From an optimization exercise on the open Yosys and OpenROAD flow, aimed at small area and a short achievable clock period; shortcuts taken in it are not production practice.
Only simulation tests tie the RTL to the original design; equivalence was not proved.
Power and IR drop assume default switching activity.

v6:
## processing_element
module processing_element (
    input clk,
    input [31:0] PCin,
    input [31:0] instruction,
    input mem_ack,
    input data_Ready,
    input [31:0] AmuxIn,
    input [31:0] BmuxIn,
    input        reset,
    output [31:0] mem_address,
    output reg reg_select,
    output reg mem_read,
    output [4:0] rs1Out,
    output [4:0] rs2Out,
    output [4:0] rdOut,
    output reg rdWrite,
    output reg mem_write,
    output [31:0] result_out,
    output reg read_en,
    output reg [31:0] PCout,
    output reg execution_complete
);
    reg first;
    always @(posedge clk or posedge reset)
        if (reset) first <= 1'b1;
        else       first <= 1'b0;
    reg [31:7] ir;
    reg cLD, cIMM, cOP, cLUI, cST, cBR, cJAL;
    always @(posedge clk)
        if (first) begin
            ir   <= instruction[31:7];
            cLD  <= instruction[6:0] == 7'b0000011;
            cIMM <= instruction[6:0] == 7'b0010011;
            cOP  <= instruction[6:0] == 7'b0110011;
            cLUI <= instruction[6:0] == 7'b0110111;
            cST  <= instruction[6:0] == 7'b0100011;
            cBR  <= instruction[6:0] == 7'b1100011;
            cJAL <= instruction[6:0] == 7'b1101111;
        end
    wire [4:0] rd  = ir[11:7];
    wire [2:0] f3  = ir[14:12];
    wire [4:0] rs1 = ir[19:15];
    wire [4:0] rs2 = ir[24:20];
    wire [6:0] f7  = ir[31:25];
    wire shimm = (f3 == 3'b001) || (f3 == 3'b101);
    wire [31:0] imm_i = {{20{ir[31]}}, ir[31:20]};
    wire [31:0] imm_s = {{20{ir[31]}}, ir[31:25], ir[11:7]};
    wire [31:0] imm_b = {{20{ir[31]}}, ir[7], ir[30:25], ir[11:8], 1'b0};
    wire [31:0] imm_u = {ir[31:12], 12'b0};
    wire [31:0] imm_j = {{12{ir[31]}}, ir[19:12], ir[20], ir[30:21], 1'b0};
    wire [31:0] immv = cLUI ? imm_u :
                       cST  ? imm_s :
                       cBR  ? imm_b :
                       cJAL ? imm_j :
                       (cIMM & shimm) ? {27'b0, ir[24:20]} : imm_i;
    reg        go;          
    reg        drs;         
  ...
==> flow/config.mk <==
export PLATFORM = sky130hd
export DESIGN_NAME = processing_element
export DESIGN_NICKNAME = processing_element
export VERILOG_FILES = /design/flow/design.v
export SDC_FILE = /design/flow/constraint.sdc
export NUM_CORES = 4
export LEC_CHECK = 0
export ABC_AREA = 1
export CAP_MARGIN = 20
export CORE_MARGIN = 2
export CORE_UTILIZATION = 40
export CTS_BUF_LIST = sky130_fd_sc_hd__clkbuf_4 sky130_fd_sc_hd__clkbuf_8
export PLACE_DENSITY = 0.6
export SLEW_MARGIN = 20
export SYNTH_HIERARCHICAL = 1
==> flow/constraint.sdc <==
create_clock -name core_clock -period 70.0 [get_ports {clk}]
set_input_delay 14.0000 -clock core_clock [delete_from_list [all_inputs] [get_ports {clk}]]
set_output_delay 14.0000 -clock core_clock [all_outputs]
set_load 0.01 [all_outputs]
standard.sh (not shown) runs the stock make flow with config.mk's settings and CLKGATE_MAP_FILE= SYNTH_SCRIPT=/design/flow/synth_recipe.tcl, a recipe that flattens the netlist after the stock synthesis.
==> flow/flow/run.sh <==
#!/bin/bash
# The standard layout, with the input and output port buffers made of
# the smallest buffer cell instead of the one buffer_ports picks by itself.
set -euo pipefail
export BUFFER_PORTS_ARGS="-buffer_cell sky130_fd_sc_hd__buf_1"
bash standard.sh > standard.log 2>&1
### v6 -> v7
--- a/flow/design.v
+++ b/flow/design.v
@@ -135,32 +135,34 @@
     wire        sraF = opSRA & ~B[31] & A[31];
     reg  [31:0] Arev;
     always @(*) for (k = 0; k < 32; k = k + 1) Arev[k] = A[31-k];
     wire [31:0] X = shR ? Arev : A;
     reg  [31:0] thermo;
     always @(*) for (k = 0; k < 32; k = k + 1) thermo[k] = big | (B[4:0] > k);
-    wire [31:0] C = ({32{arith}} & (B ^ {32{sub}})) | ({32{sraF}} & thermo);
+    wire [31:0] xr = A ^ B;
+    wire [31:0] an = A & B;
+    wire        lx = opXOR | opOR;
+    wire        la = opAND | opOR;
+    wire [31:0] C = ({32{arith}} & (B ^ {32{sub}})) | ({32{sraF}} & thermo)
+                  | ({32{lx}} & xr) | ({32{la}} & an);
     wire [31:0] P;
     mul32lo mul (.x(X), .y(Y), .c(C), .cin(sub), .p(P));
     reg  [31:0] Prev;
     always @(*) for (k = 0; k < 32; k = k + 1) Prev[k] = P[31-k];
     wire ltu = (A[31] != B[31]) ? B[31] : P[31];
     wire lt  = (A[31] != B[31]) ? A[31] : P[31];
     wire eq  = ~|P;
-    wire [31:0] xr = A ^ B;
-    wire [31:0] an = A & B;
     wire fb8  = opSB & A[7];
     wire fb16 = fb8 | (opSH & A[15]);
     wire [31:0] fill = {{16{fb16}}, {8{fb8}}, 8'b0};
     reg  [31:0] pmask;
     always @(*)
         for (k = 0; k < 32; k = k + 1)
-            pmask[k] = opMUL | opSLL | opW | opADD | opSUB
+            pmask[k] = opMUL | opSLL | opW | opADD | opSUB | lx | la
                      | ((opSB | opZB) & (k < 8)) | ((opSH | opZH) & (k < 16));
     assign y = (pmask & P) | ({32{shR}} & Prev) | fill
-             | ({32{opXOR | opOR}} & xr) | ({32{opAND | opOR}} & an)
              | {31'b0, (opEQ & eq) | (opSLTU & ltu) | (opSLT & lt)};
 endmodule
 module mul32lo (
     input  [31:0] x,
     input  [31:0] y,
     input  [31:0] c,
@@ -1048,24 +1050,34 @@
 );
     reg first;
     always @(posedge clk or posedge reset)
         if (reset) first <= 1'b1;
         else       first <= 1'b0;
     reg [31:7] ir;
-    reg cLD, cIMM, cOP, cLUI, cST, cBR, cJAL;
+    reg [2:0] cls;
     always @(posedge clk)
         if (first) begin
-            ir   <= instruction[31:7];
-            cLD  <= instruction[6:0] == 7'b0000011;
-            cIMM <= instruction[6:0] == 7'b0010011;
-            cOP  <= instruction[6:0] == 7'b0110011;
-            cLUI <= instruction[6:0] == 7'b0110111;
-            cST  <= instruction[6:0] == 7'b0100011;
-            cBR  <= instruction[6:0] == 7'b1100011;
-            cJAL <= instruction[6:0] == 7'b1101111;
+            ir <= instruction[31:7];
+            case (instruction[6:0])
+                7'b0000011: cls <= 3'd1;
+                7'b0010011: cls <= 3'd2;
+                7'b0110011: cls <= 3'd3;
+                7'b0110111: cls <= 3'd4;
+                7'b0100011: cls <= 3'd5;
+                7'b1100011: cls <= 3'd6;
+                7'b1101111: cls <= 3'd7;
+                default:    cls <= 3'd0;
+            endcase
         end
+    wire cLD  = cls == 3'd1;
+    wire cIMM = cls == 3'd2;
+    wire cOP  = cls == 3'd3;
+    wire cLUI = cls == 3'd4;
+    wire cST  = cls == 3'd5;
+    wire cBR  = cls == 3'd6;
+    wire cJAL = cls == 3'd7;
     wire [4:0] rd  = ir[11:7];
     wire [2:0] f3  = ir[14:12];
     wire [4:0] rs1 = ir[19:15];
     wire [4:0] rs2 = ir[24:20];
     wire [6:0] f7  = ir[31:25];
     wire shimm = (f3 == 3'b001) || (f3 == 3'b101);
==> results.txt <==
v7 vs v6: total power divided by cell area down
Lower utilization was reported by v7, not v6.
Looking at switching part of the total power, v7 sits 1.3 points above v6.
The higher area after synthesis came out of v6.
v7 against v6; power consumption is down by a few percent.
Compared with v6, wire length of the first global-routing pass in v7 decreased by a few percent.
Going from v6 to v7, the clock network fraction of design power was found to have gone down by 1.7 points.

* * *

wip/yarrow:
RTL: one of the versions met above, not the one the previous note started from.
Size in the first run: ~3600 cells after synthesis, ~250 I/O pins, about 0.025 mm^2 of cells after synthesis.
==> flow/config.mk <==
export PLATFORM = sky130hd
export DESIGN_NAME = processing_element
export DESIGN_NICKNAME = processing_element
export VERILOG_FILES = /design/flow/design.v
export SDC_FILE = /design/flow/constraint.sdc
export NUM_CORES = 4
export LEC_CHECK = 0
export ABC_AREA = 1
export CAP_MARGIN = 20
export CORE_MARGIN = 2
export CORE_UTILIZATION = 40
export CTS_BUF_LIST = sky130_fd_sc_hd__clkbuf_4 sky130_fd_sc_hd__clkbuf_8
export PLACE_DENSITY = 0.6
export SLEW_MARGIN = 20
export SYNTH_HIERARCHICAL = 1
==> flow/constraint.sdc <==
create_clock -name core_clock -period 70.0 [get_ports {clk}]
set_input_delay 14.0000 -clock core_clock [delete_from_list [all_inputs] [get_ports {clk}]]
set_output_delay 14.0000 -clock core_clock [all_outputs]
set_load 0.01 [all_outputs]
==> flow/flow/run.sh <==
#!/bin/bash
# The standard layout, with two changes to how it is made:
# - the input and output port buffers are the smallest buffer cell instead of
#   the one buffer_ports picks by itself;
# - ORFS's setup repair (after floorplan, CTS and global routing) works on
#   the paths whose slack is under 55 ns, so that it also shortens the worst
#   paths to and from the ports instead of stopping at 0 ns slack; it repairs
#   only the worst 20% of those endpoints.
set -euo pipefail
export BUFFER_PORTS_ARGS="-buffer_cell sky130_fd_sc_hd__buf_1"
export SETUP_SLACK_MARGIN=55
export TNS_END_PERCENT=20
bash standard.sh > standard.log 2>&1
Edits applied to the flow inputs when going from wip/yarrow to wip/fjord:
--- a/flow/design.v
+++ b/flow/design.v
@@ -1037,17 +1037,17 @@
     input        reset,
     output [31:0] mem_address,
     output reg reg_select,
     output reg mem_read,
     output [4:0] rs1Out,
     output [4:0] rs2Out,
     output [4:0] rdOut,
     output reg rdWrite,
-    output reg mem_write,
+    output mem_write,
     output [31:0] result_out,
     output reg read_en,
     output reg [31:0] PCout,
     output reg execution_complete
 );
     reg first;
     always @(posedge clk or posedge reset)
         if (reset) first <= 1'b1;
@@ -1099,16 +1099,17 @@
     reg        brta;        
     reg        Aen, Ben;
     reg        bimmf;       
     reg        osA;         
     reg        rs1en, rs2en;
     reg [4:0]  ALUsel;
     reg [31:0] A;
     reg [31:0] Breg;
+    reg [3:0]  mw;
     reg [31:0] R;           
     wire [31:0] B = bimmf ? immv : Breg;
     wire st_nz = |Breg;
     wire ta_nz = cST ? st_nz : brta;
     wire brcond = (f3 == 3'b000) ? R[0] :
                   (f3 == 3'b001) ? ~R[0] : 1'b0;
     wire taken = cBR & drs & acs & ~brta & brcond;
     reg [4:0] ldop, imop, rrop, stop;
@@ -1223,40 +1224,43 @@
         end
     end
     wire apc  = cJAL | brtk;
     wire bimm = ~cOP & ~(cBR & ~brtk);
     wire [31:0] n_A = Aen ? (apc ? PCin : AmuxIn) : A;
     wire osBI = cLUI & ~mem_ack & (bimmf | Ben);
     always @(posedge clk) begin
         drs <= data_Ready;
+        mw[0] <= ~first & (mw[0] | (cST & drs & ta_nz & acs));
+        mw[1] <= ~first & (mw[1] | (cST & drs & ta_nz & acs));
+        mw[2] <= ~first & (mw[2] | (cST & drs & ta_nz & acs));
+        mw[3] <= ~first & (mw[3] | (cST & drs & ta_nz & acs));
         acs <= ac;
         go  <= ~first;
         ac  <= ~first & (ALUsel != 5'b11111);
         R   <= (~first & n_osA) ? n_A : (({32{~first & osBI}} & imm_u) | alu_y);
         if (first) begin
             brtk <= 0; brta <= 0; Aen <= 0; Ben <= 0; bimmf <= 0; osA <= 0;
             rs1en <= 0; rs2en <= 0; ALUsel <= 5'b11111;
-            reg_select <= 0; mem_read <= 0; rdWrite <= 0; mem_write <= 0;
+            reg_select <= 0; mem_read <= 0; rdWrite <= 0;
             read_en <= 0; execution_complete <= 0;
             A <= 0; Breg <= 0; PCout <= 0;
         end else begin
             brtk <= taken;
             if (taken) brta <= 1'b1;
             Aen <= n_Aen;
             Ben <= n_Ben;
             if (Ben) bimmf <= bimm;
             osA <= n_osA;
             rs1en <= cLD | cIMM | cOP | cST | cBR;
             if ((cOP | cBR) | (cST & ~drs & ta_nz)) rs2en <= 1'b1;
             ALUsel <= n_ALUsel;
             reg_select <= cOP | cBR | (cST & ~drs & ta_nz);
             mem_read <= n_mem_read;
             rdWrite <= n_rdWrite;
-            if (cST & drs & ta_nz & acs) mem_write <= 1'b1;
             read_en <= ((cLD | cIMM | cOP | cST) & ~drs) | cBR;
             execution_complete <= n_exec;
             A <= n_A;
             if (cST) begin
                 if (drs & ~st_nz & acs) Breg <= R;
             end else if (cJAL)
                 Breg <= alu_y;
             else if (Ben & ~bimm)
@@ -1265,13 +1269,15 @@
                 2'd0: PCout <= 32'b0;
                 2'd1: PCout <= PCin;
                 2'd2: PCout <= R;
                 default: PCout <= Breg;
             endcase
         end
     end
     assign result_out  = R;
-    assign mem_address = mem_write ? Breg : 32'b0;
+    assign mem_write   = mw[0];
+    assign mem_address = {{8{mw[3]}} & Breg[31:24], {8{mw[2]}} & Breg[23:16],
+                          {8{mw[1]}} & Breg[15:8],  {8{mw[0]}} & Breg[7:0]};
     assign rdOut  = rdWrite ? rd : 5'b0;
     assign rs1Out = rs1en ? rs1 : 5'b0;
     assign rs2Out = rs2en ? rs2 : 5'b0;
 endmodule
--- outcome ---
- Lower internal power summed over all cells goes to wip/yarrow over wip/fjord.
- Hold slack: wip/fjord lower than wip/yarrow
- wip/fjord and wip/yarrow ended up with roughly the same sequential fraction of total cell area.
- Worst setup slack after layout: wip/fjord vs wip/yarrow up 0.18 ns
- Between wip/fjord and wip/yarrow, the total power figures differ only marginally.
- Transition time at the pin with the least slew margin delta for wip/fjord relative to wip/yarrow: 0.13 ns lower
- Endpoint of the worst setup timing path: mem_address[30] -> wip/yarrow, mem_address[19] -> wip/fjord

separate check: timing with driven ports:
In the flow no input, the clock included, has a driving cell. The finished layouts below were timed again as built, in two steps. Step 1, drivers: a clkbuf_16 drives clk and a buf_2 each remaining input, both assumed. Step 2 also shifts input and output timing later by t, the mid clock arrival at the registers, as if the neighbouring blocks saw the same clock. Slacks: ideal / step 1 / step 2; pairs: ideal / step 1.
run | shift t [ns] | setup WS [ns] | slew at the worst register clock pin (ns) | worst slew at a driven data input, ns | pins driven straight from the clock port
v6 | 0.546 | 54.418 / 54.372 / 54.270 | 0.12 / 0.12 | 0.09 | 1
v7 | 0.536 | 54.177 / 54.131 / 54.312 | 0.11 / 0.11 | 0.08 | 1
wip/yarrow | 0.564 | 54.537 / 54.491 / 54.364 | 0.12 / 0.12 | 0.06 | 1
wip/fjord | 0.591 | 54.720 / 54.669 / 54.325 | 0.13 / 0.13 | 0.07 | 1
After both steps every run listed still meets setup and hold. For wip/fjord, which loses most, drivers alone change the setup slack by -0.051 ns; drivers and shift together by -0.395 ns.
